Source: an optimization exercise on an open RTL-to-GDS flow (aim: small area, a short achievable clock period and few clock cycles). Production flows keep margins and buffers that such runs may drop.
RTL that was checked went through simulation tests only; none was proved equivalent to the original.
No functional check of the RTL was part of runs 1 and 5.
Power is estimated from default activity; no workload was simulated.

$ cat flow/config.mk
export PLATFORM = sky130hd
export DESIGN_NAME = Core
export DESIGN_NICKNAME = Core
export VERILOG_FILES = /design/flow/design.v
export SDC_FILE = /design/flow/constraint.sdc
export NUM_CORES = 4
export LEC_CHECK = 0
export ABC_CLOCK_PERIOD_IN_PS = 1800
export CAP_MARGIN = 20
export CORE_MARGIN = 2
export CORE_UTILIZATION = 40
export SETUP_SLACK_MARGIN = 2.0
export SLEW_MARGIN = 20
$ cat flow/constraint.sdc
create_clock -name core_clock -period 4.0 [get_ports {clk}]
set_input_delay 0.8000 -clock core_clock [delete_from_list [all_inputs] [get_ports {clk}]]
set_output_delay 0.8000 -clock core_clock [all_outputs]
set_load 0.01 [all_outputs]
$ cat flow/design.v
module Core (
    clk,
    rst,
    init_PC,
    imem_addr,
    imem_rdata,
    dmem_addr,
    dmem_we,
    dmem_wdata,
    dmem_rdata,
    halted
);
input clk;
input rst;
input [7:0] init_PC;
output [7:0] imem_addr;
input [11:0] imem_rdata;
output [7:0] dmem_addr;
output dmem_we;
output [7:0] dmem_wdata;
input [7:0] dmem_rdata;
output reg halted;
reg [7:0] sa;        
reg kill;            
reg [7:0] imm;       
reg pend;            
reg z, n;
reg [3:0] cnt;       
reg [7:0] s0, s1;
reg [7:0] below;     
reg e_pushi;         
reg e_ldp;           
reg e_ldl;           
reg e_pop;           
reg e_st;
reg e_alu;
reg e_sub;
reg e_jmp, e_jz, e_jn;   
wire e_ld = e_ldp | e_ldl;
wire e_push = e_pushi | e_ld;    
wire ex_taken = e_jmp | (e_jz & z) | (e_jn & n);
wire port_x = e_st | e_ldl;      
assign imem_addr = sa;
assign dmem_addr = port_x ? imm : imem_rdata[7:0];
assign dmem_we = e_st;
assign dmem_wdata = s0;
wire [3:0] rop = imem_rdata[11:8];
wire r_halt = rop[3];
wire r_jmp = (rop == 4'd3);
wire r_jz = (rop == 4'd4);
wire r_jn = (rop == 4'd5);
wire capture = ~kill & ~halted & ~ex_taken & ~e_ldl;
wire early_res = e_pushi & (r_jmp | r_jz | r_jn);
wire early_taken = e_pushi & (r_jmp | (r_jz & z) | (r_jn & n));
wire late = capture & (rop == 4'd1) & port_x;
wire nv = capture & ~r_halt;
wire n_full = e_push ? (cnt == 4'd7) : ((e_pop | e_alu) ? 1'b0 : cnt[3]);
wire [7:0] sa_inc = sa + 8'd1;
wire [7:0] alu_b = e_sub ? ~s1 : s1;
wire [7:0] alu_r = s0 + alu_b + {7'd0, e_sub};
wire [7:0] cz = {s0[6:0] | s1[6:0], 1'b0};
wire z_add = &((s0 ^ s1) ~^ cz);
wire z_sub = (s0 == s1);
always @(posedge clk) begin
    if (rst) begin
        sa <= init_PC;
        kill <= 1'b1;
        pend <= 1'b0;
        halted <= 1'b0;
        z <= 1'b0;
        n <= 1'b0;
        cnt <= 4'd0;
        s0 <= 8'd0;
        s1 <= 8'd0;
        e_pushi <= 1'b0;
        e_ldp <= 1'b0;
        e_ldl <= 1'b0;
        e_pop <= 1'b0;
        e_st <= 1'b0;
        e_alu <= 1'b0;
        e_jmp <= 1'b0;
        e_jz <= 1'b0;
        e_jn <= 1'b0;
    end else begin
        kill <= ex_taken | early_taken | late;
        sa <= ({8{ex_taken}} & s0) | ({8{early_taken}} & imm) |
              ({8{late}} & sa) | ({8{~(ex_taken | early_taken | late)}} & sa_inc);
        if (capture & r_halt)
            halted <= 1'b1;
        pend <= e_ldl;
        e_pushi <= nv & (rop == 4'd0) & ~n_full;
        e_ldp <= nv & (rop == 4'd1) & ~n_full & ~port_x;
        e_ldl <= nv & (rop == 4'd1) & ~n_full & port_x;
        e_pop <= nv & ((rop[3:1] == 3'b001) | (rop[3:1] == 3'b010));
        e_st <= nv & (rop == 4'd2);
        e_alu <= nv & (rop[3:1] == 3'b011);
        e_jmp <= nv & ~early_res & (rop == 4'd3);
        e_jz <= nv & ~early_res & (rop == 4'd4);
        e_jn <= nv & ~early_res & (rop == 4'd5);
        if (e_push)
            cnt <= cnt + 4'd1;
        else if (e_pop & (cnt != 4'd0))
            cnt <= cnt - 4'd1;
        else if (e_alu & (cnt != 4'd1))
            cnt <= (cnt == 4'd0) ? 4'd1 : cnt - 4'd1;
        if (e_pushi)
            s0 <= imm;
        else if (e_pop)
            s0 <= s1;
        else if (e_alu)
            s0 <= alu_r;
        else if (e_ld | pend)
            s0 <= dmem_rdata;
        if (e_push)
            s1 <= s0;
        else if (e_pop | e_alu)
            s1 <= below;
        if (e_alu) begin
            z <= e_sub ? z_sub : z_add;
            n <= alu_r[7];
        end
    end
end
always @(posedge clk) begin
    imm <= imem_rdata[7:0];
    e_sub <= (rop == 4'd7);
end
reg [7:0] f0, f1, f2, f3, f4, f5;
always @(posedge clk) begin
    if (e_push) begin
        case (cnt)
            4'd2: f0 <= s1;
            4'd3: f1 <= s1;
            4'd4: f2 <= s1;
            4'd5: f3 <= s1;
            4'd6: f4 <= s1;
            4'd7: f5 <= s1;
            default: ;
        endcase
    end
end
always @(*) begin
    case (cnt)
        4'd3: below = f0;
        4'd4: below = f1;
        4'd5: below = f2;
        4'd6: below = f3;
        4'd7: below = f4;
        4'd8: below = f5;
        default: below = 8'd0;
    endcase
end
endmodule
$ cat flow/flow/run.sh
#!/bin/bash
# The standard layout (the standard.sh), except that the port buffers
# are sky130_fd_sc_hd__buf_1 cells rather than the delay buffers that
# buffer_ports picks by default. make's full output goes to standard.log;
# ORFS keeps each step's own log under orfs/logs/.
set -euo pipefail
export BUFFER_PORTS_ARGS="-buffer_cell sky130_fd_sc_hd__buf_1"
bash standard.sh > standard.log 2>&1
$ cat flow/standard.sh
#!/bin/bash
# synth_recipe.tcl (not shown) runs the flow's synth.tcl, then flattens the netlist and writes it again
# the make line also repeats each setting of config.mk as NAME=value (left out here)
make -C /OpenROAD-flow-scripts/flow DESIGN_CONFIG=/design/flow/config.mk WORK_HOME=/design/flow/orfs CLKGATE_MAP_FILE= SYNTH_SCRIPT=/design/flow/synth_recipe.tcl "${@:-finish}"
==> flow_results.org, run 1 <==
** Route
- Residual DRC :: 0
- Via count of the routed design :: 4108
- After detailed routing, the number of vias per cell comes to 5.90.
- Once detail routing completed, the nets flagged for antenna violations numbered 0.
- Initial DRC Count :: 380
- Per-cell routed wire length :: 19.5 µm
- Before antenna repair, the detailed router went through 7 iterations.
- The final layout contains routed wiring with a total length of 13.6 mm.

** Floorplan
- Die boundary height :: roughly 120 µm
- Total die area :: 13200 µm²
- Starting density of the core :: 41.1%
- Row generation in the floorplan step produced 40 rows.
- Measured along the x axis, the die boundary spans about 120 µm.
- Area inside the core boundary :: around 12000 µm²
- For this design the top-level I/O count stands at 56.

** Finish
- 0 antenna diodes ended up in the layout.
- Synthesis-to-layout area growth :: 21.1%
- Storage cell area :: 2500 µm²
- The multi-input combinational cells in the finished layout cover a total of roughly 2500 µm².
- The post-route netlist has roughly 19% of its cells at a drive strength greater than 1.
- Number of nets in the final layout :: approximately 590
- The layout has 1117 filler cells.
- Final Non-Filler Cells :: 696

** STA
- For the pin with the worst max-slew slack, the measured transition is ~1100 ps.
- Setup clock skew after layout :: 8.10 ps
- Post-Route Hold Slack :: just over 500 ps
- Summed over all failing endpoints, the final setup total negative slack is 0 ps.
- Final-report hold violation count :: 0
- Based on the critical path, the design can be clocked at up to 449 MHz.
- Headroom to the max-slew limit :: 26.0%
- Final cycle utilization of the critical path :: about 56%
- The final max-slew violation count came to 0.
- Total setup violations reported at the end of the flow :: 0
- The smallest clock period supported by the final layout is computed as roughly 2200 ps.
- Setup repair after global routing missed its margin :: yes
- Post-layout worst setup margin :: about 1800 ps

** Placed design
- Number of cells after detailed placement :: roughly 670
- Final weighted congestion in routability-driven placement :: 0.888
- The count of buffers added on input and output ports is 55.
- After legalization and detailed placement, the total HPWL measured about 9.6 mm.
- OpenSTA, run right after detailed placement, puts the worst setup slack at 1460 ps.

** Synth
- Number of enable-type register cells in the synthesized netlist :: 48
- Ranked by total cell area, the synthesized netlist is headed by sky130_fd_sc_hd__edfxtp_1 (29%), sky130_fd_sc_hd__dfxtp_1 (21%), sky130_fd_sc_hd__ha_1 (4.6%).
- Syn_nets :: 533
- For this run, the number of Yosys warnings is 1.
- The cell area that synthesis handed to floorplanning was 4930 µm².
- Top_reg_cell synth :: sky130_fd_sc_hd__dfxtp_1
- Of the synthesized area, sequential elements account for 49.9%.
- Number of unique standard cell types used by synthesis :: 59
- Cell with the most instances after synthesis :: sky130_fd_sc_hd__dfxtp_1
- Flops & latches, synth :: 99
- Commonest cells post-synth :: sky130_fd_sc_hd__dfxtp_1 (51), sky130_fd_sc_hd__edfxtp_1 (48), sky130_fd_sc_hd__nand2_1 (34)
- Largest area contributor in the synthesized netlist :: sky130_fd_sc_hd__edfxtp_1
- Syn_area_per_cell :: between 10 and 15 µm²
- The synthesized design devotes to its leading area cell type 29.2% of total area.
- The cell count after synthesis came out at about 480.
- After synthesis, the share of flip-flops with an asynchronous set or reset is 0%.

** Setup path
- Data arrives at the worst endpoint at 1430 ps.
- Worst Path Max Fanout :: 10
- Crit path required time :: 3200 ps
- R2r setup slk :: 1840 ps
- Endpoint type of the worst setup path :: primary output
- STA classifies the critical path startpoint as a flip-flop.
- The critical path is of the flip-flop to primary output type.

** GRT
- Wire length of the first global-routing pass :: approximately 21 mm
- GRT Residual Overflow :: 0
- Entering global routing, the biggest net connects 43 pins.
- All-layer global routing usage :: a little over a fifth
- The initial antenna violation count is 0.
- The via count of the first global-routing pass was 4104.

** Clock network
- Counting every sink on the clock net gives 99.
- After clock tree synthesis, the flow added hold-fix buffers numbering 0.
- Buffers inserted during clock tree synthesis total 9.
- The later pin in the worst-skew pair is clocked with a latency of 350 ps.
- The tree is rooted in a sky130_fd_sc_hd__clkbuf_16.
- TritonCTS clock tree :: yes
- Clock-pin slew on the worst setup and hold paths :: about 70 ps
- Clock H-tree levels :: 3
- The longest clock path from root to sink contains 2 buffers.

** Power
- Leakage power figure :: 2.06 nW
- Across the VDD grid, the largest voltage drop is between 0.15 and 0.2 mV.
- Pwr Density :: 375 nW/µm²

** Job
- Maximum Capacitance Violations :: 0

** Status
- The run finished with no timing, DRC or antenna violations.

** Min path
- The tightest min-delay check is of the flip-flop to flip-flop type.
==> layout by cell type (no fill, tap or decap), drive strengths merged, types with 17 or more instances in the layout <==
cell    Yosys  routed
a21oi      18      18
buf         4      73
dfxtp      51      51
edfxtp     48      48
ha         18      18
inv        26      28
nand2      34      34
nor2       31      31
nor3       24      24
o21ai      17      17
xor2       17      17
==> stage by stage <==
stage | power, mW | util [%] | instance area [µm²]
after floorplan | 1.32 | - | 4960
after CTS | 2.23 | 48.5 | 5820
final | 2.24 | 49.7 | 5970
after detailed placement | 1.41 | 44.0 | 5280
after global routing | 2.33 | 49.7 | 5970
after global placement | 1.40 | 44.0 | 5280
==> critical path, cell delays in order, from the launching register on <==
cell and delay [ps]:
sky130_fd_sc_hd__dfxtp_2 350, sky130_fd_sc_hd__nor2_4 130, sky130_fd_sc_hd__buf_12 140, sky130_fd_sc_hd__mux2_2 330
sky130_fd_sc_hd__buf_1 120
==> power breakdown <==
part	total, mW	switching (mW)	leakage (nW)	internal [mW]
Sequential	1.14	0.0511	0.872	1.09
Combinational	0.282	0.154	1.06	0.129
Clock	0.815	0.388	0.127	0.427
Total	2.24	0.593	2.06	1.64
==> cell families after synthesis <==
| logic type | after synthesis | share of synthesized area (%) |
|---|---|---|
| DFF | 99 | 49.9 |
| xor gates and xnor gates | 22 | 3.91 |
| muxes | 11 | 2.44 |
| buffers and inverters | 50 | 3.93 |
| adders and majority gates | 19 | 4.97 |
| and+or+nand+nor | 164 | 17.4 |
| AOI/OAI and AO/OA | 119 | 17.4 |
==> state kept, by name, summed over array words and instances, names as in the netlist, 4 cells and up <==
name,flops
f3,8
f0,8
sa,8
s0,8
s1,8
cnt,4
f1,8
imm,8
f4,8
f2,8
f5,8
==> layer usage <==
layer  vias up  GRT usage, %  routed length (µm)
li1       1962             -                   -
met1      1997          26.0                5770
met2       126          36.7                6880
met3        23          4.32                 629
met4         0          7.95                 281
met5         -             0                   0
==> repair_timing <==
action	CTS	global route
endpoints found under the setup margin	86	78
cloned	0	0
buffers inserted	8	6
endpoints found under the hold margin	0	0
pin swaps	12	10
resized for setup	54	28
==> path summary, 6_finish.rpt <==
| kind | start | to | depth (start not counted) |
|---|---|---|---|
| worst max-delay path | e_st | dmem_addr[3] | 4 |
| worst min-delay path | cnt[0] | cnt[0] | 1 |
| worst max register to register | e_sub | s0[6] | 8 |
| worst min register to register | cnt[0] | cnt[0] | 1 |
==> cell type report <==
cell class                      count  share of cell area, %
Multi-Input combinational cell    335                   42.4
Sequential cell                    99                   41.9
Timing Repair Buffer               73                   6.31
Clock buffer                       10                   3.83
Tap cell                          147                   3.08
Inverter                           26                   1.63
Clock inverter                      6                  0.796
==> inputs of run 2 (changes only) <==
--- a/flow/design.v
+++ b/flow/design.v
@@ -41,3 +41,3 @@
 wire ex_taken = e_jmp | (e_jz & z) | (e_jn & n);
-wire port_x = e_st | e_ldl;      
+reg port_x;          
 assign imem_addr = sa;
@@ -83,2 +83,3 @@
         e_jn <= 1'b0;
+        port_x <= 1'b0;
     end else begin
@@ -95,2 +96,3 @@
         e_st <= nv & (rop == 4'd2);
+        port_x <= nv & ((rop == 4'd2) | ((rop == 4'd1) & ~n_full & port_x));
         e_alu <= nv & (rop[3:1] == 3'b011);
--- a/flow/config.mk
+++ b/flow/config.mk
@@ -7,7 +7,8 @@
 export LEC_CHECK = 0
-export ABC_CLOCK_PERIOD_IN_PS = 1800
+export ABC_CLOCK_PERIOD_IN_PS = 1900
 export CAP_MARGIN = 20
 export CORE_MARGIN = 2
-export CORE_UTILIZATION = 40
-export SETUP_SLACK_MARGIN = 2.0
+export CORE_UTILIZATION = 60
+export CTS_BUF_LIST = sky130_fd_sc_hd__clkbuf_4 sky130_fd_sc_hd__clkbuf_8
+export SETUP_SLACK_MARGIN = 1.9
 export SLEW_MARGIN = 20
==> run 2 against run 1 <==
Clock skew increased by 3.9 ps. Largest cell class unchanged. Non-clock buffer count increased by 1. Routed wire length decreased by 0.97%. Cell count decreased by 7.5%. Still clean.
==> flow_results.org, run 2 <==
** Status
- Status :: timing/DRC/antenna clean

** Power
- Power comes to 2.04 mW.
- Worst ir drop on vdd :: 0.186 mV
- Leakage power figure :: 2.04 nW
- Dividing total power by cell area gives a power density of about 350 nW/µm².

** Finish
- Core occupancy in the finished layout :: 72.1%
- In the final layout, flip-flops and latches occupy 2520 µm².
- The number of antenna diodes in the final layout is 0.
- Relative to the synthesized area, the layout overhead comes to 17.2%.
- In the final layout, the share of cells above drive strength 1 is between 10% and 20%.
- Number of nets in the final layout :: 583
- The filler cells instantiated in the layout total 619.
- Leaving out fill and tap cells, the most frequent cell in the layout is sky130_fd_sc_hd__buf_1.
- Most frequent cells in the layout :: sky130_fd_sc_hd__buf_1 (51), sky130_fd_sc_hd__edfxtp_1 (48), sky130_fd_sc_hd__dfxtp_1 (39)
- Finished layout cell area :: approximately 6000 µm²
- Area occupied by multi-input gates :: 2580 µm²

** GRT
- The layer flagged by global routing as most heavily used is met2.
- Global routing consumed, over all layers together, roughly 30% of the routing resources.
- Largest net degree at the start of global routing :: 29
- Grt met3 use :: 3.72%
- For met2 alone, demand over resource in global routing was 51.7%.
- After global routing the overflow that remains totals 0.
- Wire length of the first global-routing pass :: roughly 20 mm
- The via count of the first global-routing pass is approximately 3800.
- Antenna violations before repair :: 0
- Met1 usage :: 39.6%

** Placed design
- Final weighted congestion in routability-driven placement :: 0.915
- The placed instances occupy a cell area of 5260 µm².
- DP Worst Slack :: between 1000 and 1500 ps
- Buffers placed on the I/O ports in this run total 55.
- HPWL after detailed placement :: 9.20 mm

** Setup path
- Path type of the worst setup path :: flip-flop to primary output
- Data arrival time of the critical path :: 1290 ps
- Number of cells traversed by the worst register-to-register path :: 5
- Along the worst path, the maximum fanout reaches 9.
- At the worst endpoint, the required time is 3200 ps.
- CP startpoint kind :: flip-flop
- The worst setup path is captured at a primary output.

** Synth
- Yosys top cell area share :: 28.8%
- Flops & latches, synth :: 100
- Of all flip-flops after synthesis, the portion carrying an async set or reset was 0%.
- The average instance in the mapped netlist occupies 10.6 µm².
- For this run, the number of Yosys warnings is 1.
- By area the synthesized netlist is led by sky130_fd_sc_hd__edfxtp_1 (29%), sky130_fd_sc_hd__dfxtp_1 (21%), sky130_fd_sc_hd__ha_1 (4.5%).
- Count of mapped cells out of synthesis :: 474
- After synthesis, the netlist uses 67 different library cells.
- After synthesis the cells add up to ~5000 µm².
- sky130_fd_sc_hd__dfxtp_1 is the most common cell in the netlist.
- Summing the sequential cell areas from Yosys gives 49.6% of the chip area.
- Ranked by instance count, the synthesized netlist is headed by sky130_fd_sc_hd__dfxtp_1 (52), sky130_fd_sc_hd__edfxtp_1 (48), sky130_fd_sc_hd__nor2_1 (30).
- Number of enable-type register cells in the synthesized netlist :: 48
- Largest area contributor in the synthesized netlist :: sky130_fd_sc_hd__edfxtp_1
- Syn_nets :: 523
- In the synthesized netlist the dominant register cell turns out to be sky130_fd_sc_hd__dfxtp_1.

** STA
- Setup repair after global routing missed its margin :: yes
- Total negative slack :: 0 ps
- Final-report hold violation count :: 0
- Static timing analysis puts the maximum clock frequency at 479 MHz.
- Setup clock skew after layout :: 12.0 ps
- Measured against its own limit, the worst slew margin works out to 46.6%.
- Final-report max-slew violation count :: 0
- For the pin with the worst max-slew slack, the measured transition is approximately 800 ps.
- Post-layout worst setup margin :: roughly 1900 ps
- Total setup violations reported at the end of the flow :: 0
- Counting I/O delays and the setup requirement, the final critical path takes around 2100 ps.
- Final cycle utilization of the critical path :: 52.1%

** Route
- Post-DR vias/cell :: 6.37
- Pre-antenna DRT Iters :: 7
- For this block, the routed nets add up to 13.4 mm of wire.
- Number of nets still failing antenna checks after routing :: 0
- Via count of the routed design :: 4102
- After detailed routing, the number of remaining DRC violations is 0.
- In the final routed layout, each cell accounts on average for 20.9 µm.
- After the first detailed-routing iteration, the DRC count stood at 204.

** Clock network
- TritonCTS Buffers :: 9
- Root Buffer Master :: sky130_fd_sc_hd__clkbuf_8
- TritonCTS built the clock tree.
- Counting every sink on the clock net gives 100.
- Maximum buffer depth of the clock tree :: 2
- Clock-pin slew was measured on the worst setup and hold paths at 100 ps.
- CTS hold repair buffers :: 0
- The clock tree synthesis step divided the H-tree into 3 levels.
- Clock latency on the worst-skew pair :: 370 ps

** Min path
- The min-delay analysis places its worst path in the category flip-flop to flip-flop.
- The worst hold path was traced through 0 stages.

** Job
- Maximum Capacitance Violations :: 0

** Floorplan
- Die boundary height :: approximately 95 µm
- The floorplan step set the die width to between 90 and 100 µm.
- Area inside the core boundary :: 8130 µm²
- The initialized floorplan defines 33 standard-cell rows.
- Number of primary I/O pins :: 56
- Once the floorplan was initialized, standard cells occupied 61.5% of the core.
- The floorplan step defined a die boundary enclosing 9080 µm².
run 2: repair_timing:
item,in CTS,in global routing
resized for setup,36,39
buffers inserted,3,14
cloned,0,1
pin swaps,3,7
setup endpoints to repair,86,46
run 2: logic make-up after synthesis:
family,count (synthesis),synth area share (%)
DFF,100,49.6
adders and majority gates,19,4.90
xor gates and xnor gates,21,3.68
AOI/OAI and AO/OA,136,20.9
muxes,12,2.63
and+or+nand+nor,136,14.4
buffers and inverters,50,3.93
run 2: worst paths after layout:
path | end | slack, ps | start
max | dmem_addr[0] | 1910 | port_x
min | f3[2] | 510 | s1[2]
max reg2reg | port_x | 1950 | e_pushi
min reg2reg | f3[2] | 510 | s1[2]
run 2: through the flow:
step / instances / hold WS, ps
final: 644 / 505
after global routing: 644 / 510
after CTS: 629 / 514
after detailed placement: 610 / 499
after global placement: 610 / 479
after floorplan: 474 / 486
run 2: report_power, final:
group          switching [mW]  internal [mW]  leakage, nW  total (mW)
registers              0.0551           1.10        0.879        1.15
logic                   0.151          0.133         1.07       0.284
clock network           0.372          0.236       0.0892       0.608
run 2: final cells by class:
| cell class | instances | share of cell area, % |
|---|---|---|
| Multi-Input combinational cell | 325 | 44.0 |
| Sequential cell | 100 | 43.0 |
| Timing Repair Buffer | 74 | 6.08 |
| Tap cell | 105 | 2.24 |
| Clock buffer | 9 | 2.11 |
| Inverter | 24 | 1.60 |
| Clock inverter | 7 | 1.02 |
run 2: metal layers:
layer  vias to the layer above  routed length (µm)
li1                       1965                   -
met5                         -                   0
met2                       165                6770
met3                        17                 850
met1                      1955                5610
met4                         0                 201
run 2: critical path, stage by stage (launching register included):
cell	delay [ps]
sky130_fd_sc_hd__dfxtp_4	440
sky130_fd_sc_hd__mux2_2	350
sky130_fd_sc_hd__buf_1	130
Testbench counts of run 2, summed over its fixed seeds: cycles 36,554.
==> inputs of run 3 (changes only) <==
--- a/flow/config.mk
+++ b/flow/config.mk
@@ -7,2 +7,3 @@
 export LEC_CHECK = 0
+export ABC_AREA = 1
 export ABC_CLOCK_PERIOD_IN_PS = 1900
==> run 3 against run 2 <==
Still clean on timing, DRC and antenna. First-iteration DRC count increased by 82%. Final area decreased by 4.9%. Routed wire length decreased by 1.5%. Cell count increased by 14%. Worst setup slack improved by 9.4 ps. Count of clock-buffer cells in the layout increased by 2. Critical path depth unchanged. Sequential cell count unchanged. Global-route usage increased by 0.75 points. Utilization decreased by 3.5 points. Register-to-register slack improved by 60 ps. Hold slack got worse by 4.0 ps.
==> flow_results.org, run 3 <==
** Status
- The run finished with no timing, DRC or antenna violations.

** Synth
- Multiplexer share of the synthesized area :: 1.81%
- After synthesis, the mean cell area works out to 8.87 µm².
- Largest area contributor in the synthesized netlist :: sky130_fd_sc_hd__edfxtp_1
- Fraction of synthesis flops using an asynchronous set or reset pin :: 0%
- Flops & latches, synth :: 100
- Of the total synthesized cell area, the portion taken by AND, OR, NAND and NOR gates is between 10% and 20%.
- Synthesis handed over a netlist of 562 instances.
- The most used flip-flop cell after synthesis is sky130_fd_sc_hd__dfxtp_1.
- Area fraction in compound gates after synthesis :: ~15%
- Ranked by total cell area, the synthesized netlist is headed by sky130_fd_sc_hd__edfxtp_1 (29%), sky130_fd_sc_hd__dfxtp_1 (21%), sky130_fd_sc_hd__nand2_1 (8.7%).
- In the synthesized netlist, the cells that appear most often are sky130_fd_sc_hd__nand2_1 (115), sky130_fd_sc_hd__inv_1 (69), sky130_fd_sc_hd__dfxtp_1 (52).
- Cell with the most instances after synthesis :: sky130_fd_sc_hd__nand2_1
- The synthesized design devotes to its leading area cell type roughly 29% of total area.
- Combinational family with the most area after synthesis :: simple AND/OR/NAND/NOR gates
- Syn_nets :: 611
- In this run, distinct cell masters in the synthesized netlist total 42.
- The mapped netlist covers between 4000 and 5000 µm².
- Number of warnings printed during yosys synthesis :: 1
- Counting flops with a built-in enable in the synthesized netlist gives 48.
- Summing the areas of all fa, ha and maj instances in the mapped netlist gives under 10% of the synthesized area.
- Parity-gate share of the synthesized area counting xor and xnor cells :: under 10%
- Sequential share of the synthesized area :: 49.8%

** Finish
- Number of nets in the final layout :: 672
- The library cell used most frequently in the layout, excluding fill and tap cells, is sky130_fd_sc_hd__nand2_1.
- At the end of the flow the core is filled with cells to about two thirds.
- The post-route netlist has 9.71% of its cells at a drive strength greater than 1.
- The number of antenna diodes in the final layout is 0.
- The top cell types in the final layout, fill and taps aside, are sky130_fd_sc_hd__nand2_1 (115), sky130_fd_sc_hd__inv_1 (68), sky130_fd_sc_hd__buf_1 (55).
- Compared with the post-synthesis result, the final layout area differs by 11.8%.
- Finished layout cell area :: 5580 µm²

** Clock network
- The tree is rooted in a sky130_fd_sc_hd__clkbuf_8.
- Clock-pin slew on the worst setup and hold paths :: 100 ps
- TritonCTS clock tree :: yes
- CTS built an H-tree with a depth of 3.
- CTS hold repair buffers :: 0
- Clock latency on the worst-skew pair, taken at its later pin, is 360 ps.
- Maximum buffer depth of the clock tree :: 2
- The clock net in this run drives a total of 100 sinks.
- Counting the buffers created by CTS gives 9.

** Route
- Initial DRC Count :: 371
- Across all layers, the routed design uses 4356 vias.
- In the routed layout, each cell is associated on average with a via count of 5.94.
- In this run the remaining antenna-violating nets after routing total 0.
- Summed over all layers, the routed wires come to 13.2 mm.
- Residual DRC :: 0
- Pre-antenna DRT Iters :: 7
- After detailed routing, the average wire length per cell comes to 18.0 µm.

** STA
- The worst pin sits at a relative slew slack of 59.7%.
- Upper clock frequency limit :: 482 MHz
- Final-report hold violation count :: 0
- Final critical path time including I/O delays and setup :: 2080 ps
- The clock arrives with just under 20 ps of skew.
- The worst path uses 51.9% of the clock period.
- Total setup violations reported at the end of the flow :: 0
- The final max-slew violation count is 0.
- Post-layout worst setup margin :: 1920 ps
- Setup total negative slack on the finished layout was measured at 0 ps.
- Setup repair after global routing could not meet its margin everywhere.
- For the pin with the worst max-slew slack, the measured transition is 603 ps.

** Floorplan
- 56 I/O pins were placed.
- The floorplan step defined a die boundary enclosing 9060 µm².
- Placement Rows :: 33
- The region available for standard cell placement spans 8130 µm².
- Die boundary height :: around 95 µm
- Die width :: 95.2 µm
- Starting density of the core :: 61.3%

** Setup path
- Crit path required time :: about 3200 ps
- CP startpoint kind :: flip-flop
- Endpoint type of the worst setup path :: primary output
- Data arrival time of the critical path :: approximately 1300 ps
- The setup path with the least slack is of type flip-flop to primary output.
- Worst Path Max Fanout :: 10

** Placed design
- DP Worst Slack :: 1640 ps
- Input and output buffers added on the ports amount to 55.
- Routability-driven placement finished with a final weighted congestion of 0.913.
- The placed instances occupy a cell area of between 5000 and 6000 µm².
- HPWL after detailed placement :: 9.51 mm

** GRT
- Number of global-route vias before repair :: 4171
- GRT Residual Overflow :: 0
- Global routing used between 30% and 40% of the available tracks.
- The initial antenna violation count is 0.
- The first global-routing pass estimated 21.0 mm of wire.
- Entering global routing, the biggest net connects 30 pins.

** Power
- VDD sags by at most 0.211 mV.
- Leakage power figure :: roughly 2.2 nW
- Overall power after layout :: 2.08 mW
- Pwr Density :: 374 nW/µm²

** Min path
- The min-delay analysis places its worst path in the category flip-flop to flip-flop.

** Job
- The tool flagged a number of max-cap violations equal to 0.
## run 3: layout make-up
cell class / instances / area (µm²)
well taps: 105 / 131
inverters: 72 / 274
fillers: 675 / 2560
clock buffers: 11 / 139
multi-input cells: 379 / 2200
repair buffers: 61 / 264
clock inverters: 5 / 61.3
flip-flops and latches: 100 / 2500
## run 3: cells by family after synthesis
kind of cell / after synthesis
fa+ha+maj: 19
buf+inv: 83
xor+xnor: 15
flops: 100
simple gates: 218
mux: 8
compound gates: 119
## run 3: power by group
| part | total (mW) | internal (mW) | switching, mW |
|---|---|---|---|
| Combinational | 0.270 | 0.108 | 0.162 |
| Sequential | 1.16 | 1.10 | 0.0589 |
| Clock | 0.653 | 0.306 | 0.347 |
## run 3: metal layers
metal  track usage, %  up-vias  part of all wire, %
met2             50.8      203                   49
li1                 -     2064                    -
met1             40.8     2061                   41
met4             11.7        0                  2.6
met3             4.82       28                  7.9
met5                0        -                    0
## run 3: path summary, 6_finish.rpt
kind | start | endpoint | slack [ps] | depth (start not counted)
min | halted | halted | 500 | 1
max reg2reg | s1[4] | s0[7] | 2010 | 11
min reg2reg | halted | halted | 500 | 1
max | port_x | dmem_addr[2] | 1920 | 2
## run 3: worst max-delay path, stage by stage (launching register included)
cell	delay [ps]
sky130_fd_sc_hd__dfxtp_4	440
sky130_fd_sc_hd__mux2_2	350
sky130_fd_sc_hd__buf_1	130
## run 3: per-stage QoR
step | cells | hold slack (ps)
after global placement | 713 | 476
after global routing | 733 | 529
after CTS | 730 | 509
after floorplan | 562 | 457
final | 733 | 501
after detailed placement | 713 | 484
## run 3: timing repair
item | in CTS | in global routing
pin swaps | 1 | 1
setup buffers | 1 | 3
setup endpoints to repair | 52 | 47
resized for setup | 7 | 13
==> inputs of run 4 (changes only) <==
--- a/flow/config.mk
+++ b/flow/config.mk
@@ -13,3 +13,3 @@
 export CTS_BUF_LIST = sky130_fd_sc_hd__clkbuf_4 sky130_fd_sc_hd__clkbuf_8
-export SETUP_SLACK_MARGIN = 1.9
+export SETUP_SLACK_MARGIN = 2.05
 export SLEW_MARGIN = 20
==> run 4 against run 3 <==
Clock skew fell by 1.6 ps. Area after synthesis is the same. Via count increased by 2.3%. Sequential cell count unchanged. Combinational power grew 5%. Register-to-register slack hardly changed. Non-clock buffer count grew 10. Critical endpoint is now dmem_addr[0].
==> flow_results.org, run 4 <==
** Placed design
- Final weighted congestion in routability-driven placement :: 0.913
- In this run the tool buffered the top-level ports with 55 buffer cells.
- HPWL after detailed placement :: 9.51 mm
- After detailed placement, the total cell area comes to ~5300 µm².

** Power
- VDD sags by at most ~0.21 mV.
- Net switching is 27.4% of the power.
- In this run, the clock network consumes 31.2% of the power.
- Combinational power share :: a little over an eighth
- Registers are responsible for 55.3% of the overall power.
- Dividing total power by cell area gives a power density of 368 nW/µm².
- Overall power after layout :: 2.10 mW
- In this run the power spent charging and discharging nets is between 0.5 and 0.6 mW.
- Leakage power figure :: 2.28 nW
- Internal power :: 1.52 mW

** Finish
- In the final layout, the share of cells above drive strength 1 is 13.3%.
- Relative to the synthesized area, the layout overhead comes to 14.4%.
- Leaving out fill and tap cells, the most frequent cell in the layout is sky130_fd_sc_hd__nand2_1.
- Number of nets in the final layout :: 683
- The finished cells cover between 5000 and 6000 µm².
- Most frequent cells in the layout :: sky130_fd_sc_hd__nand2_1 (113), sky130_fd_sc_hd__inv_1 (67), sky130_fd_sc_hd__buf_1 (55)
- The repair_antennas step left the layout with diodes totalling 0.

** Synth
- For this run, the number of Yosys warnings is 1.
- Post-synth design cell area :: 4990 µm²
- The number of nets in the synthesized netlist is 611.
- Sequential share of the synthesized area :: roughly half
- Multiplexer share of the synthesized area :: 1.81%
- The most used flip-flop cell after synthesis is sky130_fd_sc_hd__dfxtp_1.
- Yosys mapped a number of flops with a built-in enable equal to 48.
- In the synthesized netlist, the number of instances is about 560.
- In the synthesized netlist the async set-or-reset flop fraction comes to 0%.
- Averaged over all synthesized cells, the footprint is 8.87 µm².
- Synthesis inferred 100 register bits.
- Cell with the most instances after synthesis :: sky130_fd_sc_hd__nand2_1
- Largest area contributor in the synthesized netlist :: sky130_fd_sc_hd__edfxtp_1
- Fraction of the mapped netlist area in simple logic gates :: 19.6%
- The synthesized netlist devotes 14.9% of its cell area to compound gates.
- Number of unique standard cell types used by synthesis :: 42
- Adder and majority gate portion of the synthesized area :: 4.92%
- Summed over its instances, the top area cell type makes up 28.9% of the synthesized netlist area.
- In the post-synthesis netlist, the biggest area contributors are sky130_fd_sc_hd__edfxtp_1 (29%), sky130_fd_sc_hd__dfxtp_1 (21%), sky130_fd_sc_hd__nand2_1 (8.7%).
- Parity-gate share of the synthesized area counting xor and xnor cells :: 2.63%
- In the synthesized netlist, the cells that appear most often are sky130_fd_sc_hd__nand2_1 (115), sky130_fd_sc_hd__inv_1 (69), sky130_fd_sc_hd__dfxtp_1 (52).
- After synthesis, the largest family of logic cells by area is simple AND/OR/NAND/NOR gates.

** Route
- For this block, the initial DRC count from the detailed router was between 300 and 400.
- Residual DRC :: 0
- Via count of the routed design :: 4455
- Pre-antenna DRT Iters :: 7
- Number of nets still failing antenna checks after routing :: 0
- Total Routed Length :: roughly 13 mm
- Post-DR vias/cell :: about 6.0
- Per-cell routed wire length :: 18.1 µm

** Setup path
- The worst setup path is captured at a primary output.
- The critical path is of the primary input to primary output type.
- Data arrival time of the critical path :: 1270 ps
- Along the worst path, the maximum fanout reaches 2.
- STA classifies the critical path startpoint as a primary input.
- STA puts the critical path data required time at 3200 ps.

** Clock network
- Clock latency on the worst-skew pair :: 360 ps
- Root Buffer Master :: sky130_fd_sc_hd__clkbuf_8
- Buffers inserted to repair hold after CTS numbered 0.
- The H-tree was split into 3 levels.
- The number of clock buffers added by TritonCTS is 9.
- Clock-pin slew on the worst setup and hold paths :: 100 ps
- Number of sinks on the clock net :: 100
- TritonCTS clock tree :: yes
- Maximum buffer depth of the clock tree :: 2

** GRT
- Entering global routing, the biggest net connects 30 pins.
- Grt met3 use :: 4.82%
- Global-route track usage on met2 :: 51.0%
- The via count of the first global-routing pass is 4181.
- All-layer global routing usage :: 30.8%
- Most utilized layer in the global route result :: met2
- The initial antenna violation count is 0.
- For this run the aggregate overflow at the end of global routing stands at 0.
- Wire length of the first global-routing pass :: 21.0 mm
- Met1 usage :: 40.8%

** STA
- Headroom to the max-slew limit :: 52.4%
- Final-report hold violation count :: 0
- The final max-slew violation count is 0.
- Least-Margin Pin Slew :: 710 ps
- Final critical path time including I/O delays and setup :: about 2100 ps
- Total setup violations reported at the end of the flow :: 0
- Setup total negative slack on the finished layout was measured at 0 ps.
- Final cycle utilization of the critical path :: between 50% and 60%
- Upper clock frequency limit :: a little under 500 MHz
- Setup repair after global routing could not meet its margin everywhere.
- Setup clock skew after layout :: approximately 18 ps

** Floorplan
- Starting density of the core :: 61.3%
- Number of primary I/O pins :: 56
- The total area inside the core boundary comes to 8130 µm².
- In this run the vertical extent of the chip is 95.2 µm.
- The die covers 9060 µm².
- Placement Rows :: 33
- Die width :: 95.2 µm

** Status
- Status :: timing/DRC/antenna clean

** Min path
- Tightest Hold Check Type :: flip-flop to flip-flop

** Job
- Maximum Capacitance Violations :: 0
run 4: cell count changes in the layout (fill, tap and decap cells not counted), sizes merged:
cell / before / now
buf: 61 / 70
clkbuf: 11 / 12
clkinvlp: 4 / 5
run 4: what timing repair did:
item,in CTS,in global routing
endpoints found under the hold margin,0,0
setup buffers,2,12
gates resized for setup,15,22
cloned,0,1
setup endpoints to repair,71,63
pin swaps,1,4
run 4: critical path, cell delays in order:
cell and delay, ps:
sky130_fd_sc_hd__buf_1 90, sky130_fd_sc_hd__mux2_2 250, sky130_fd_sc_hd__buf_1 130
run 4: logic make-up (layout without fill, tap and decap cells):
group	count (synthesis)	in the layout
buf+inv	83	160
xor+xnor	15	15
simple gates	218	218
flops	100	100
compound gates	119	119
mux	8	8
fa+ha+maj	19	19
run 4: area by class of cell:
class,count,area [µm²]
multi-input combinational,379,2240
timing repair buffer,71,339
sequential,100,2510
clock buffer,11,139
fill,675,2430
inverter,72,274
timing repair inverter,1,5.00
clock inverter,5,61.3
tap,105,131
run 4: path summary, 6_finish.rpt:
path | startpoint | slack [ps] | depth (start not counted) | end
min | halted | 500 | 1 | halted
max | imem_rdata[0] | 1930 | 3 | dmem_addr[0]
min reg2reg | halted | 500 | 1 | halted
max reg2reg | e_sub | 2020 | 12 | s0[7]
run 4: power by group through the flow:
stage / Combinational [mW] / Sequential, mW / Clock [mW]
finish: 0.284 / 1.16 / 0.653
global route: 0.319 / 1.16 / 0.698
CTS: 0.262 / 1.16 / 0.651
detailed placement: 0.259 / 1.18 / 0
global placement: 0.250 / 1.18 / 0
floorplan: 0.181 / 1.17 / 0
run 4: per-layer routing:
metal / up-vias / routed length [µm]
li1: 2086 / -
met1: 2095 / 5350
met2: 240 / 6590
met3: 34 / 1140
met4: 0 / 376
met5: - / 0
run 4: through the flow:
stage / utilization (%) / setup slack [ps] / hold slack, ps / std cells
detailed placement: 65.1 / 1640 / 484 / 713
finish: 70.1 / 1930 / 504 / 744
global placement: 65.1 / 1710 / 476 / 713
global route: 70.1 / 1860 / 529 / 744
CTS: 68.1 / 1930 / 509 / 731
floorplan: - / 2130 / 457 / 562
==> inputs of run 5 (changes only) <==
--- a/flow/design.v
+++ b/flow/design.v
@@ -58,3 +58,4 @@
 wire [7:0] sa_inc = sa + 8'd1;
-wire [7:0] alu_b = e_sub ? ~s1 : s1;
+wire [7:0] s1_next = e_push ? s0 : ((e_pop | e_alu) ? below : s1);
+reg [7:0] alu_b;     
 wire [7:0] alu_r = s0 + alu_b + {7'd0, e_sub};
@@ -115,6 +116,3 @@
             s0 <= dmem_rdata;
-        if (e_push)
-            s1 <= s0;
-        else if (e_pop | e_alu)
-            s1 <= below;
+        s1 <= s1_next;
         if (e_alu) begin
@@ -128,2 +126,3 @@
     e_sub <= (rop == 4'd7);
+    alu_b <= (rop == 4'd7) ? ~s1_next : s1_next;
 end
--- a/flow/config.mk
+++ b/flow/config.mk
@@ -7,3 +7,2 @@
 export LEC_CHECK = 0
-export ABC_AREA = 1
 export ABC_CLOCK_PERIOD_IN_PS = 1900
@@ -13,3 +12,3 @@
 export CTS_BUF_LIST = sky130_fd_sc_hd__clkbuf_4 sky130_fd_sc_hd__clkbuf_8
-export SETUP_SLACK_MARGIN = 2.05
+export SETUP_SLACK_MARGIN = 1.9
 export SLEW_MARGIN = 20
==> run 5 against run 4 <==
Final area rose by 3.6%. Combinational power up about 10%. Register-to-register slack worse by 70 ps. Sequential power up 8%. Hold slack gained 8.0 ps. Synthesized cell count is 12% lower. Fmax down 3.1%. Sequential cell count increased by 8. Power increased by 8.0%. Critical path type is now flip-flop to primary output. Largest cell class unchanged.
==> flow_results.org, run 5 <==
** Synth
- Fraction of synthesis flops using an asynchronous set or reset pin :: 0%
- Number of warnings printed during yosys synthesis :: 1
- Post-synth design cell area :: 5210 µm²
- The cell count after synthesis came out at just under 500.
- Number of unique standard cell types used by synthesis :: 64
- By instance count, the leading cell after synthesis is sky130_fd_sc_hd__dfxtp_1.
- Number of enable-type register cells in the synthesized netlist :: 48
- Among all flip-flop cells after synthesis, the most frequent one is sky130_fd_sc_hd__dfxtp_1.
- The top cell type by area accounts for 27.7% of the synthesized area.
- The commonest cells after synthesis are sky130_fd_sc_hd__dfxtp_1 (60), sky130_fd_sc_hd__edfxtp_1 (48), sky130_fd_sc_hd__nand2_1 (41).
- Top area cells in the synthesized netlist :: sky130_fd_sc_hd__edfxtp_1 (28%), sky130_fd_sc_hd__dfxtp_1 (23%), sky130_fd_sc_hd__ha_1 (4.3%)
- Sequential share of the synthesized area :: 50.7%
- Syn_area_per_cell :: 10.5 µm²
- The number of nets in the synthesized netlist is 545.
- The synthesized design spends more area on one cell type than any other, namely sky130_fd_sc_hd__edfxtp_1.
- Flops & latches, synth :: ~110

** Setup path
- Data arrival time of the critical path :: about 1300 ps
- Path type of the worst setup path :: flip-flop to primary output
- Worst Path Max Fanout :: 10
- Endpoint type of the worst setup path :: primary output
- R2r endpoint :: sa[2]
- Counting cells, the worst reg-to-reg path comes to 8.
- Crit path required time :: 3200 ps
- The worst setup path is launched from a flip-flop.
- The setup check on the worst reg-to-reg path leaves a slack of 1950 ps.
- RR Startpoint :: e_ldl

** STA
- The final max-slew violation count was 0.
- Setup repair after global routing missed its margin :: yes
- The count of final hold-check violations is 0.
- For the finished layout, the period the worst path requires is 2130 ps.
- Total negative slack :: 0 ps
- Post-layout worst setup margin :: 1870 ps
- Setup violations remaining at the end of the flow were counted as 0.
- Setup clock skew after layout :: 15.8 ps
- The worst pin sits at a relative slew slack of roughly three fifths.
- Least-Margin Pin Slew :: ~600 ps
- Based on the critical path, the design can be clocked at up to ~470 MHz.
- In the finished design, the share of the clock period the worst path needs comes to 53.3%.

** Floorplan
- Total die area :: 9450 µm²
- Placement Rows :: 33
- Number of primary I/O pins :: 56
- Die width :: 97.2 µm
- In this run the vertical extent of the chip is roughly 97 µm.
- The initial utilization of the core area, before any placement, comes to 62.8%.
- Area inside the core boundary :: 8300 µm²

** Placed design
- After legalization and detailed placement, the total HPWL measured roughly 9 mm.
- Input and output buffers added on the ports amount to 55.
- Final weighted congestion in routability-driven placement :: 1.00
- DP Worst Slack :: between 1000 and 1500 ps

** GRT
- The via count of the first global-routing pass is 4066.
- Entering global routing, the biggest net connects 24 pins.
- Global routing finished with a remaining overflow of 0.
- Antenna violations before repair :: 0
- Global routing consumed, on the met1 layer, 41.8% of the routing resources.
- In the global route stage, met2 resource usage came out at 43.2%.
- All-layer global routing usage :: 28.6%
- Wire length of the first global-routing pass :: 21.3 mm
- For met3 alone, demand over resource in global routing was around 6.6%.
- Most utilized layer in the global route result :: met2

** Finish
- In the final layout, the share of cells above drive strength 1 is ~15%.
- Most frequent cells in the layout :: sky130_fd_sc_hd__buf_1 (52), sky130_fd_sc_hd__dfxtp_1 (49), sky130_fd_sc_hd__edfxtp_1 (48)
- Core occupancy in the finished layout :: between 70 and 80%
- Most common library cell in the layout ignoring fill and taps :: sky130_fd_sc_hd__buf_1
- Filler cell count in the final layout :: ~670
- Number of nets in the final layout :: 600
- Total inserted antenna cells :: 0
- Synthesis-to-layout area growth :: 13.4%

** Route
- Initial DRC Count :: 339
- Per-cell routed wire length :: 20.1 µm
- Post-DR vias/cell :: 6.39
- Total Routed Length :: 13.2 mm
- Via count of the routed design :: 4215
- Residual DRC :: 0
- Pre-antenna DRT Iters :: 5
- In this run the remaining antenna-violating nets after routing total 0.

** Power
- Sequential share of power :: 55.3%
- Net switching power of the design :: 0.672 mW
- Leakage power figure :: 2.12 nW
- Dividing total power by cell area gives a power density of 383 nW/µm².
- Net switching is about 30% of the power.
- Internal power :: 1.59 mW
- Combinational power share :: between 10 and 15%
- Portion of total power attributed to the clock network :: 30.9%
- The completed layout was analyzed and its total power is 2.26 mW.
- Across the VDD grid, the largest voltage drop is around 0.27 mV.

** Min path
- In this run the worst hold path is classified as primary input to flip-flop.
- The worst hold path begins at imem_rdata[0].
- Hold Path Depth :: 1
- Worst-case hold path end point :: imm[0]

** Clock network
- TritonCTS built the clock tree.
- The clock tree synthesis step divided the H-tree into 3 levels.
- The cell sitting at the root of the clock tree is a sky130_fd_sc_hd__clkbuf_8.
- Maximum buffer depth of the clock tree :: 2
- Clock latency on the worst-skew pair :: approximately 390 ps
- Clock-pin slew on the worst setup and hold paths :: approximately 120 ps
- Number of sinks on the clock net :: 108
- TritonCTS created 9 clock buffers.

** Status
- The run finished with no timing, DRC or antenna violations.

** Job
- Maximum Capacitance Violations :: 0
run 5: cell count changes after synthesis, sizes merged, moves of 8 or more:
cell,before,now
nand2,116,41
inv,72,30
a21oi,49,18
nand3,32,12
xnor2,3,20
a32oi,0,13
a311oi,0,10
and3,0,9
o21ai,23,14
clkbuf,7,15
dfxtp,52,60
run 5: stage by stage:
step | hold WS, ps | area [µm²] | instances
final | 512 | 5910 | 660
after global routing | 499 | 5910 | 660
after CTS | 499 | 5780 | 652
after detailed placement | 505 | 5490 | 634
after global placement | 508 | 5490 | 634
after floorplan | 471 | 5220 | 495
run 5: worst max-delay path, cell delays in order (launching register included):
cell and delay (ps):
sky130_fd_sc_hd__dfxtp_4 460, sky130_fd_sc_hd__mux2_2 350, sky130_fd_sc_hd__buf_1 120
run 5: routing by layer:
layer | vias up | wire length (µm) | share of wire (%)
li1 | 1960 | - | -
met1 | 2054 | 5980 | 45
met2 | 185 | 6100 | 46
met3 | 16 | 993 | 7.5
met4 | 0 | 164 | 1.2
met5 | - | 0 | 0
run 5: area by class of cell:
cell class                      instances  area [µm²]  area share [%]
Tap cell                              105         131            2.22
Sequential cell                       108        2660            45.1
Clock buffer                            9         124            2.10
Multi-Input combinational cell        331        2440            41.3
Clock inverter                          7        91.3            1.55
Inverter                               31         116            1.97
Timing Repair Buffer                   69         340            5.76
run 5: how the worst max path moves through the flow:
stage / start / endpoint
after floorplan: imem_rdata[9] / sa[2]
after global placement: imem_rdata[9] / sa[2]
after detailed placement: imem_rdata[9] / sa[5]
after CTS: port_x / dmem_addr[6]
after global routing: port_x / dmem_addr[6]
final: port_x / dmem_addr[4]
run 5: timing repair:
item / in CTS / in global routing
hold buffers: 0 / 0
buffers inserted: 2 / 8
gates resized for setup: 20 / 15
hold endpoints to repair: 0 / 0
endpoints found under the setup margin: 60 / 36
pin swaps: 1 / 9
run 5: cell families (layout without fill, tap and decap cells):
logic type      count (synthesis)  count (layout)  synth area share [%]
mux                            14              14                  2.91
fa+ha+maj                      20              20                  5.09
buf+inv                        56             116                  4.18
xor+xnor                       26              26                  4.37
simple gates                  149             149                  14.9
flops                         108             108                  50.7
compound gates                122             122                  17.8
run 5: power by group through the flow:
stage | logic [mW] | clock network (mW) | registers, mW
after global routing | 0.347 | 0.748 | 1.26
after CTS | 0.304 | 0.707 | 1.25
final | 0.313 | 0.699 | 1.25
after detailed placement | 0.297 | 0 | 1.28
after floorplan | 0.213 | 0 | 1.26
after global placement | 0.290 | 0 | 1.27
==> inputs of run 6 (changes only) <==
--- a/flow/design.v
+++ b/flow/design.v
@@ -42,4 +42,5 @@
 reg port_x;          
+reg port_f;          
 assign imem_addr = sa;
-assign dmem_addr = port_x ? imm : imem_rdata[7:0];
+assign dmem_addr = ({8{port_x}} & imm) | ({8{port_f}} & imem_rdata[7:0]);
 assign dmem_we = e_st;
@@ -58,4 +59,3 @@
 wire [7:0] sa_inc = sa + 8'd1;
-wire [7:0] s1_next = e_push ? s0 : ((e_pop | e_alu) ? below : s1);
-reg [7:0] alu_b;     
+wire [7:0] alu_b = e_sub ? ~s1 : s1;
 wire [7:0] alu_r = s0 + alu_b + {7'd0, e_sub};
@@ -85,2 +85,3 @@
         port_x <= 1'b0;
+        port_f <= 1'b1;
     end else begin
@@ -98,2 +99,3 @@
         port_x <= nv & ((rop == 4'd2) | ((rop == 4'd1) & ~n_full & port_x));
+        port_f <= ~(nv & ((rop == 4'd2) | ((rop == 4'd1) & ~n_full & port_x)));
         e_alu <= nv & (rop[3:1] == 3'b011);
@@ -116,3 +118,6 @@
             s0 <= dmem_rdata;
-        s1 <= s1_next;
+        if (e_push)
+            s1 <= s0;
+        else if (e_pop | e_alu)
+            s1 <= below;
         if (e_alu) begin
@@ -126,3 +131,2 @@
     e_sub <= (rop == 4'd7);
-    alu_b <= (rop == 4'd7) ? ~s1_next : s1_next;
 end
--- a/flow/config.mk
+++ b/flow/config.mk
@@ -7,2 +7,3 @@
 export LEC_CHECK = 0
+export ABC_AREA = 1
 export ABC_CLOCK_PERIOD_IN_PS = 1900
@@ -12,3 +13,3 @@
 export CTS_BUF_LIST = sky130_fd_sc_hd__clkbuf_4 sky130_fd_sc_hd__clkbuf_8
-export SETUP_SLACK_MARGIN = 1.9
+export SETUP_SLACK_MARGIN = 1.95
 export SLEW_MARGIN = 20
==> run 6 against run 5 <==
Combinational power decreased by 16%. Fmax grew 4.4%. Critical path depth is 1 higher. Global-route usage up 0.52 points. Clock skew fell by 3.6 ps. Routed wire length is 5.8% lower. Die area down 3.3%. Area after synthesis down 3.4%. Final area down 4.6%. First-iteration DRC count grew 1.2%.
==> flow_results.org, run 6 <==
** Job
- Max-cap violations in this run came to 0.

** GRT
- Summed over all layers, the global routing overflow is 0.
- Antenna violations before repair :: 0
- All-layer global routing usage :: 29.2%
- Largest net degree at the start of global routing :: 29
- Number of global-route vias before repair :: slightly above 4000
- Wire length of the first global-routing pass :: 20.1 mm

** Floorplan
- Starting density of the core :: 61.6%
- In this run the vertical extent of the chip is between 90 and 100 µm.
- The region available for standard cell placement spans 8180 µm².
- Die width :: 95.6 µm
- Placement Rows :: 33
- The die covers 9140 µm².
- For this design the top-level I/O count stands at 56.

** STA
- Setup repair after global routing missed its margin :: yes
- At the pin with the least slew margin, the transition time is 841 ps.
- The final max-slew violation count came to 0.
- Setup violations remaining at the end of the flow were counted as 0.
- For the final routed database, the setup TNS stands at 0 ps.
- Final cycle utilization of the critical path :: 51.1%
- Final-report hold violation count :: 0
- Static timing analysis puts the maximum clock frequency at 489 MHz.
- Setup clock skew after layout :: 12.2 ps
- Setup slack on the critical path of the routed design comes to 1960 ps.
- Headroom to the max-slew limit :: 43.7%
- Hold timing on the final database bottoms out at a slack of 523 ps.
- Final critical path time including I/O delays and setup :: 2040 ps

** Placed design
- Final weighted congestion in routability-driven placement :: 0.941
- Counting tap cells, the placed design contains a total of 703 instances.
- DP Worst Slack :: 1650 ps
- Once detailed placement completed, the half-perimeter wirelength came to between 9 and 10 mm.
- Cell area after placement :: 5320 µm²
- In this run the tool buffered the top-level ports with between 50 and 60 buffer cells.

** Setup path
- Kind of cell with the highest combined delay on the critical path :: flip-flops
- For the worst setup path, the data required time is about 3200 ps.
- Path type of the worst setup path :: flip-flop to primary output
- End point of the critical path :: dmem_addr[1]
- Slowest stage cell, crit path :: sky130_fd_sc_hd__dfxtp_4
- Counting cells, the worst reg-to-reg path comes to 7.
- In this run the worst setup path begins at port_x.
- The startpoint identified for the worst register-to-register timing path is cnt[0].
- Worst-path cell chain :: buf_4, a22o_1, buf_1
- In this run the worst path has a maximum fanout of 4.
- Across all register-to-register paths, the minimum setup slack is 2070 ps.
- At the worst endpoint, the arrival time is 1240 ps.
- The critical path runs through a total of 3 cells.
- The worst setup path is captured at a primary output.
- R2r endpoint :: s1[5]
- In this design, the stage delay of the slowest critical-path cell is 370 ps.
- Worst path buffer plus inverter count :: 2
- STA classifies the critical path startpoint as a flip-flop.

** Power
- Pwr Density :: around 370 nW/µm²
- Overall power after layout :: roughly 2.1 mW
- The worst-case IR drop observed on VDD is 0.246 mV.
- Leakage power figure :: 2.21 nW

** Finish
- For this run, the share of the core covered by cells in the final layout is 69.0%.
- Most frequent cells in the layout :: sky130_fd_sc_hd__nand2_1 (104), sky130_fd_sc_hd__a21oi_1 (55), sky130_fd_sc_hd__inv_1 (54), sky130_fd_sc_hd__buf_1 (54), sky130_fd_sc_hd__edfxtp_1 (48)
- Most common library cell in the layout ignoring fill and taps :: sky130_fd_sc_hd__nand2_1
- Total inserted antenna cells :: 0
- The finished layout holds about 730 standard cells, fillers aside.
- The net count of the finished layout is about 660.
- The layout has approximately 660 filler cells.
- Synthesis-to-layout area growth :: 12.1%
- In the final layout, the share of cells above drive strength 1 is ~13%.
- Finished layout cell area :: 5640 µm²

** Synth
- Combinational family with the most area after synthesis :: simple AND/OR/NAND/NOR gates
- For this run, the number of Yosys warnings is 1.
- Fraction of the mapped netlist area in simple logic gates :: 20.0%
- Multiplexer share of the synthesized area :: 0%
- In this run, synthesis inferred 48 flip-flops with an integrated enable.
- Largest area contributor in the synthesized netlist :: sky130_fd_sc_hd__edfxtp_1
- A synthesized cell averages 9.12 µm².
- Parity-gate share of the synthesized area counting xor and xnor cells :: around 2.6%
- Counting every instance in the synthesized netlist gives roughly 550.
- The mapped netlist covers 5030 µm².
- Adder and majority gate portion of the synthesized area :: under 10%
- Sorting the synthesized cells by area gives the leading types as sky130_fd_sc_hd__edfxtp_1 (29%), sky130_fd_sc_hd__dfxtp_1 (21%), sky130_fd_sc_hd__nand2_1 (7.8%).
- In the synthesized netlist the async set-or-reset flop fraction comes to 0%.
- Area fraction in compound gates after synthesis :: 16.8%
- The most used flip-flop cell after synthesis is sky130_fd_sc_hd__dfxtp_1.
- The synthesized netlist contains 55 unique library cells.
- Ranked by instance count, the synthesized netlist is headed by sky130_fd_sc_hd__nand2_1 (104), sky130_fd_sc_hd__a21oi_1 (57), sky130_fd_sc_hd__inv_1 (54).
- Sequential cells were found to cover just under 50% of the synthesized design area.
- Yosys top cell area share :: 28.6%
- Flops & latches, synth :: 101
- Cell with the most instances after synthesis :: sky130_fd_sc_hd__nand2_1
- Syn_nets :: 601

** Route
- Per-cell routed wire length :: 17.2 µm
- In the routed design, unresolved DRC markers number 0.
- Post-DR vias/cell :: roughly 5.8
- Number of nets still failing antenna checks after routing :: 0
- Total Routed Length :: 12.5 mm
- Via count of the routed design :: 4233
- Pre-antenna DRT Iters :: 5
- The detailed router finished its first iteration with 343 violations.

** Clock network
- TritonCTS clock tree :: yes
- TritonCTS created 9 clock buffers.
- The H-tree was split into 3 levels.
- Maximum buffer depth of the clock tree :: 2
- The tree built by TritonCTS fans out to 101 sinks.
- In this run, post-CTS hold repair placed 0 buffers.
- For the worst-skew pair, the clock arrives at the later sink with an insertion delay of 380 ps.
- After clock tree synthesis, the clock-pin slew on the worst setup and hold paths is 90 ps.
- Root Buffer Master :: sky130_fd_sc_hd__clkbuf_8

** Min path
- Along the worst hold path, the cell count comes to 1.
- The tightest min-delay check is of the flip-flop to flip-flop type.

** Status
- Status :: timing/DRC/antenna clean
==> run 6: cell count changes after synthesis, sizes merged, moves of 8 or more <==
cell    previous run  this run
a311oi            10         0
xnor2             20         1
a32oi             13         1
o21ai             14        26
xor2               6        14
nand3             12        30
nand2             41       111
mux2               9         0
a22o               2        13
a21oi             18        59
inv               30        63
clkbuf            15         4
==> run 6: how the worst min path moves through the flow <==
stage                  startpoint      to  slack (ps)
floorplan                       n       n         470
global placement            f0[5]   s1[5]         510
detailed placement         halted  halted         500
CTS                        halted  halted         520
global route        imem_rdata[7]  imm[7]         540
finish                     halted  halted         520
==> run 6: timing repair <==
item / in CTS / in global routing
gates resized for setup: 4 / 25
endpoints found under the setup margin: 26 / 60
endpoints found under the hold margin: 0 / 0
buffers inserted: 2 / 4
pin swaps: 1 / 1
==> run 6: logic make-up after synthesis <==
logic type               count (synthesis)
AND/OR/NAND/NOR                        208
AO/OA/AOI/OAI                          134
flip-flops                             101
buffers and inverters                   75
adder cells (fa/ha/maj)                 19
XOR/XNOR                                15
==> run 6: routing by layer <==
layer	vias to the layer above	part of all wire, %	GRT usage (%)
li1	2062	-	-
met1	1967	41	35.2
met2	161	49	48.8
met3	43	6.0	6.09
met4	0	4.1	15.4
met5	-	0	0
==> run 6: final cells by class <==
class / instances / area, µm² / share of cell area [%]
well taps: 105 / 131 / 2.33
clock inverters: 6 / 70.1 / 1.24
multi-input cells: 376 / 2260 / 40.1
repair buffers: 63 / 272 / 4.81
clock buffers: 10 / 131 / 2.33
inverters: 64 / 246 / 4.37
flip-flops and latches: 101 / 2530 / 44.8
==> run 6: report_power, final <==
part	total (mW)	switching [mW]	internal [mW]
registers	1.17	0.0570	1.11
clock network	0.659	0.359	0.300
logic	0.263	0.157	0.106
total	2.09	0.573	1.52
Testbench counts of run 6, summed over its fixed seeds: cycles 36,554.
==> inputs of run 7 (changes only) <==
--- a/flow/config.mk
+++ b/flow/config.mk
@@ -13,3 +13,4 @@
 export CTS_BUF_LIST = sky130_fd_sc_hd__clkbuf_4 sky130_fd_sc_hd__clkbuf_8
-export SETUP_SLACK_MARGIN = 1.95
+export SETUP_SLACK_MARGIN = 2.0
 export SLEW_MARGIN = 20
+export TNS_END_PERCENT = 5
==> run 7 against run 6 <==
Still clean. Hold slack lost 2.6 ps. First-iteration DRC count shrank 14%. Count of clock-buffer cells in the layout is the same. Non-clock buffer count is the same. Routed wire length is essentially flat. Clock skew grew 0.89 ps. Critical endpoint is now dmem_addr[2]. Largest cell class unchanged.
==> flow_results.org, run 7 <==
** Status
- The flow ran to the end and the layout has no timing, DRC or antenna violations.

** Route
- After detailed routing, the number of remaining DRC violations is 0.
- Post-DR vias/cell :: 5.83
- Once detail routing completed, the nets flagged for antenna violations numbered 0.
- Dividing the detail-routed wire length by the instance count gives around 17 µm.
- The routed design has between 10 and 15 mm of wire.
- Initial DRC Count :: just under 300
- The first TritonRoute pass finished after 5 iterations.
- Via count of the routed design :: 4224

** GRT
- Number of global-route vias before repair :: roughly 4000
- The initial antenna violation count was 0.
- GRT Residual Overflow :: 0
- The first global-routing pass estimated 20.0 mm of wire.
- In the global route stage, overall resource usage came out at between 20% and 30%.
- Entering global routing, the biggest net connects 29 pins.

** Min path
- Hold Path Depth :: 1
- Tightest Hold Check Type :: flip-flop to flip-flop
- Worst-case hold path end point :: halted
- In this run the most critical hold path is launched from halted.

** STA
- At the pin with the least slew margin, the transition time is 854 ps.
- Final-report max-slew violation count :: 0
- Final critical path time including I/O delays and setup :: ~2100 ps
- For the final routed database, the setup TNS stands at 0 ps.
- Setup repair after global routing could not meet its margin everywhere.
- Upper clock frequency limit :: 487 MHz
- Headroom to the max-slew limit came out at 42.9%.
- Setup clock skew after layout :: approximately 13 ps
- The count of final hold-check violations came to 0.
- Final cycle utilization of the critical path :: 51.4%
- Setup violations remaining at the end of the flow were counted as 0.

** Setup path
- R2r setup slk :: 2020 ps
- Slowest stage cell, crit path :: sky130_fd_sc_hd__dfxtp_4
- Worst Path Max Fanout :: 4
- The worst setup path is launched from a flip-flop.
- In this run the number of cells on the critical path is 3.
- The worst setup path is captured at a primary output.
- Worst path buffer plus inverter count :: 2
- The worst setup path is of the flip-flop to primary output kind.
- Slowest Stage Delay on Critical Path :: between 300 and 400 ps
- In this run the critical register-to-register path is launched from s1[6].
- Data arrival time of the critical path :: 1250 ps
- Crit path required time :: approximately 3200 ps
- Among cell families on the critical path, the largest total delay comes from flip-flops.
- Worst-path cell chain :: buf_2, a22o_1, buf_1
- Number of cells traversed by the worst register-to-register path :: 10
- The worst register-to-register path ends at s0[7].

** Finish
- The post-route netlist has 11.8% of its cells at a drive strength greater than 1.
- The number of antenna diodes in the final layout is 0.
- Most common library cell in the layout ignoring fill and taps :: sky130_fd_sc_hd__nand2_1
- Most frequent cells in the layout :: sky130_fd_sc_hd__nand2_1 (103), sky130_fd_sc_hd__a21oi_1 (57), sky130_fd_sc_hd__inv_1 (54)
- Compared with the post-synthesis result, the final layout area differs by 11.3%.
- At the end of the flow, the number of nets in the layout was 664.

** Synth
- Fraction of synthesis flops using an asynchronous set or reset pin :: 0%
- Synthesis produced a netlist with a net count of 601.
- Number of warnings printed during yosys synthesis :: 1
- In the synthesized netlist, the cells that appear most often are sky130_fd_sc_hd__nand2_1 (104), sky130_fd_sc_hd__a21oi_1 (57), sky130_fd_sc_hd__inv_1 (54).
- Among all cell types in the netlist, the one instantiated most often is sky130_fd_sc_hd__nand2_1.
- After synthesis, the mean cell area works out to 9.12 µm².
- Top_reg_cell synth :: sky130_fd_sc_hd__dfxtp_1
- The largest total area in the synthesized netlist belongs to sky130_fd_sc_hd__edfxtp_1.
- The synthesized design contains 48 enable-type register cells.
- Summing the sequential cell areas from Yosys gives 49.7% of the chip area.
- Yosys top cell area share :: 28.6%
- The cell count after synthesis came out at approximately 550.
- The synthesized design contains 101 register bits.
- Top area cells in the synthesized netlist :: sky130_fd_sc_hd__edfxtp_1 (29%), sky130_fd_sc_hd__dfxtp_1 (21%), sky130_fd_sc_hd__nand2_1 (7.8%)
- Number of unique standard cell types used by synthesis :: 55
- Summing every instance area after synthesis gives 5030 µm².

** Clock network
- Clock tree synthesis found a total of around 100 sinks.
- In this run, CTS created clock tree buffers numbering 9.
- The later pin in the worst-skew pair is clocked with a latency of approximately 380 ps.
- TritonCTS built the clock tree.
- Maximum buffer depth of the clock tree :: 2
- Clock H-tree levels :: 3
- After clock tree synthesis, the clock-pin slew on the worst setup and hold paths is 90 ps.
- In this run the clock root is driven by a sky130_fd_sc_hd__clkbuf_8.

** Placed design
- Buffers on Ports :: 55
- Routability-driven placement finished with a final weighted congestion of 0.941.
- Summed over all nets, the half-perimeter wirelength after detailed placement is between 9 and 10 mm.

** Job
- Max-cap violations in this run came to 0.

** Power
- Total power for the finished layout comes to ~2.1 mW.
- Summed over all cells, the static leakage comes to 2.21 nW.
- Dividing total power by cell area gives a power density of 374 nW/µm².
- Worst ir drop on vdd :: 0.246 mV

** Floorplan
- Die width :: 95.6 µm
- The initial utilization of the core area, before any placement, comes to 61.6%.
- In this run the count of I/O pins placed on the die edge is 56.
- Placement Rows :: 33
- Total die area :: 9140 µm²
- Area inside the core boundary :: 8180 µm²
- The die is 95.6 µm tall.
[run 7: logic make-up (layout without fill, tap and decap cells)]
| family | Yosys count | in the layout | synth area share, % |
|---|---|---|---|
| compound gates | 134 | 134 | 16.8 |
| flops | 101 | 101 | 49.7 |
| fa+ha+maj | 19 | 19 | 4.87 |
| simple gates | 208 | 208 | 20.0 |
| buf+inv | 75 | 143 | 6.04 |
| xor+xnor | 15 | 15 | 2.61 |
[run 7: worst register-to-register path, cell delays in order, from the launching register on]
cell and delay (ps):
sky130_fd_sc_hd__dfxtp_1 570, sky130_fd_sc_hd__xor2_1 190, sky130_fd_sc_hd__ha_1 280, sky130_fd_sc_hd__a21o_1 180, sky130_fd_sc_hd__nor2_1 220, sky130_fd_sc_hd__nand2_1 80
sky130_fd_sc_hd__nand2_1 80, sky130_fd_sc_hd__nand4_1 80, sky130_fd_sc_hd__nand2_1 80, sky130_fd_sc_hd__nand2_1 50, sky130_fd_sc_hd__a21oi_1 110
[run 7: worst max path at each step]
| stage | slack, ps | end | startpoint |
|---|---|---|---|
| 6_report | 1950 | dmem_addr[2] | port_x |
| 5_1_grt | 1790 | s0[7] | s1[2] |
| 4_1_cts | 1810 | dmem_addr[6] | port_x |
| 3_5_place_dp | 1650 | sa[7] | rst |
| 3_3_place_gp | 1640 | sa[7] | rst |
| 2_1_floorplan | 2180 | dmem_addr[0] | imem_rdata[0] |
[run 7: area by class of cell]
cell class	instances	area, µm²
Clock buffer	10	131
Clock inverter	6	70.1
Fill cell	675	2580
Inverter	64	243
Multi-Input combinational cell	376	2230
Sequential cell	101	2520
Tap cell	105	131
Timing Repair Buffer	63	267
[run 7: metrics by stage]
step,hold slack [ps],cell area [µm²],utilization [%],setup slack [ps],std cells
after floorplan,469,5030,-,2180,552
after global routing,538,5600,68.5,1790,725
after global placement,512,5320,65.1,1640,703
after CTS,523,5540,67.8,1810,721
after detailed placement,500,5320,65.1,1650,703
final,521,5600,68.5,1950,725
[run 7: timing repair]
item,CTS,global route
hold endpoints to repair,0,0
gates cloned,0,0
buffers inserted,2,4
hold buffers,0,0
endpoints found under the setup margin,49,82
resized for setup,0,20
pin swaps,1,2
[run 7: per-layer routing]
metal / vias up / global-route usage [%] / share of wire, %
met5: - / 0 / 0
met4: 0 / 15.4 / 4.0
met3: 42 / 6.09 / 5.4
met2: 146 / 48.7 / 48
met1: 1976 / 35.2 / 43
li1: 2060 / - / -
[run 7: where the power goes]
group	leakage (nW)	switching, mW	internal, mW
registers	0.855	0.0568	1.11
clock network	0.0929	0.365	0.301
logic	1.26	0.156	0.105

[re-timing with driven ports]
No port has a modelled driver above. Below, the same layouts with a new extraction and two added sets of constraints. Step 1 assumes that a clkbuf_16 drives the clock port and a buf_2 every other input. Step 2 times the ports against the registers' clock, not the clock port: input delays grow and output delays shrink by t, the midpoint of the rising clock arrivals with the driver on. Slacks: no drivers / after step 1 / after step 2; pairs: no drivers / after step 1.
run | t (ns) | slack for setup (ns) | worst hold slack (ns) | worst setup path at the end | worst data-port slew with drivers (ns)
run 1 | 0.385 | 1.773 / 1.738 / 1.543 | 0.510 / 0.510 / 0.510 | input to register | 0.04
run 2 | 0.391 | 1.914 / 1.884 / 1.566 | 0.505 / 0.505 / 0.505 | input to register | 0.04
run 3 | 0.388 | 1.924 / 1.890 / 1.712 | 0.501 / 0.501 / 0.501 | input to register | 0.03
run 4 | 0.387 | 1.934 / 1.901 / 1.741 | 0.504 / 0.504 / 0.504 | input to register | 0.03
run 5 | 0.417 | 1.868 / 1.833 / 1.636 | 0.512 / 0.499 / 0.521 | input to register | 0.03
run 6 | 0.408 | 1.957 / 1.922 / 1.824 | 0.523 / 0.523 / 0.523 | input to register | 0.04
run 7 | 0.408 | 1.946 / 1.911 / 1.632 | 0.521 / 0.521 / 0.521 | input to register | 0.04
After both steps every run listed still meets setup and hold. The setup slack of run 2, which loses most, moves by -0.030 ns with the drivers and by -0.348 ns with both steps.
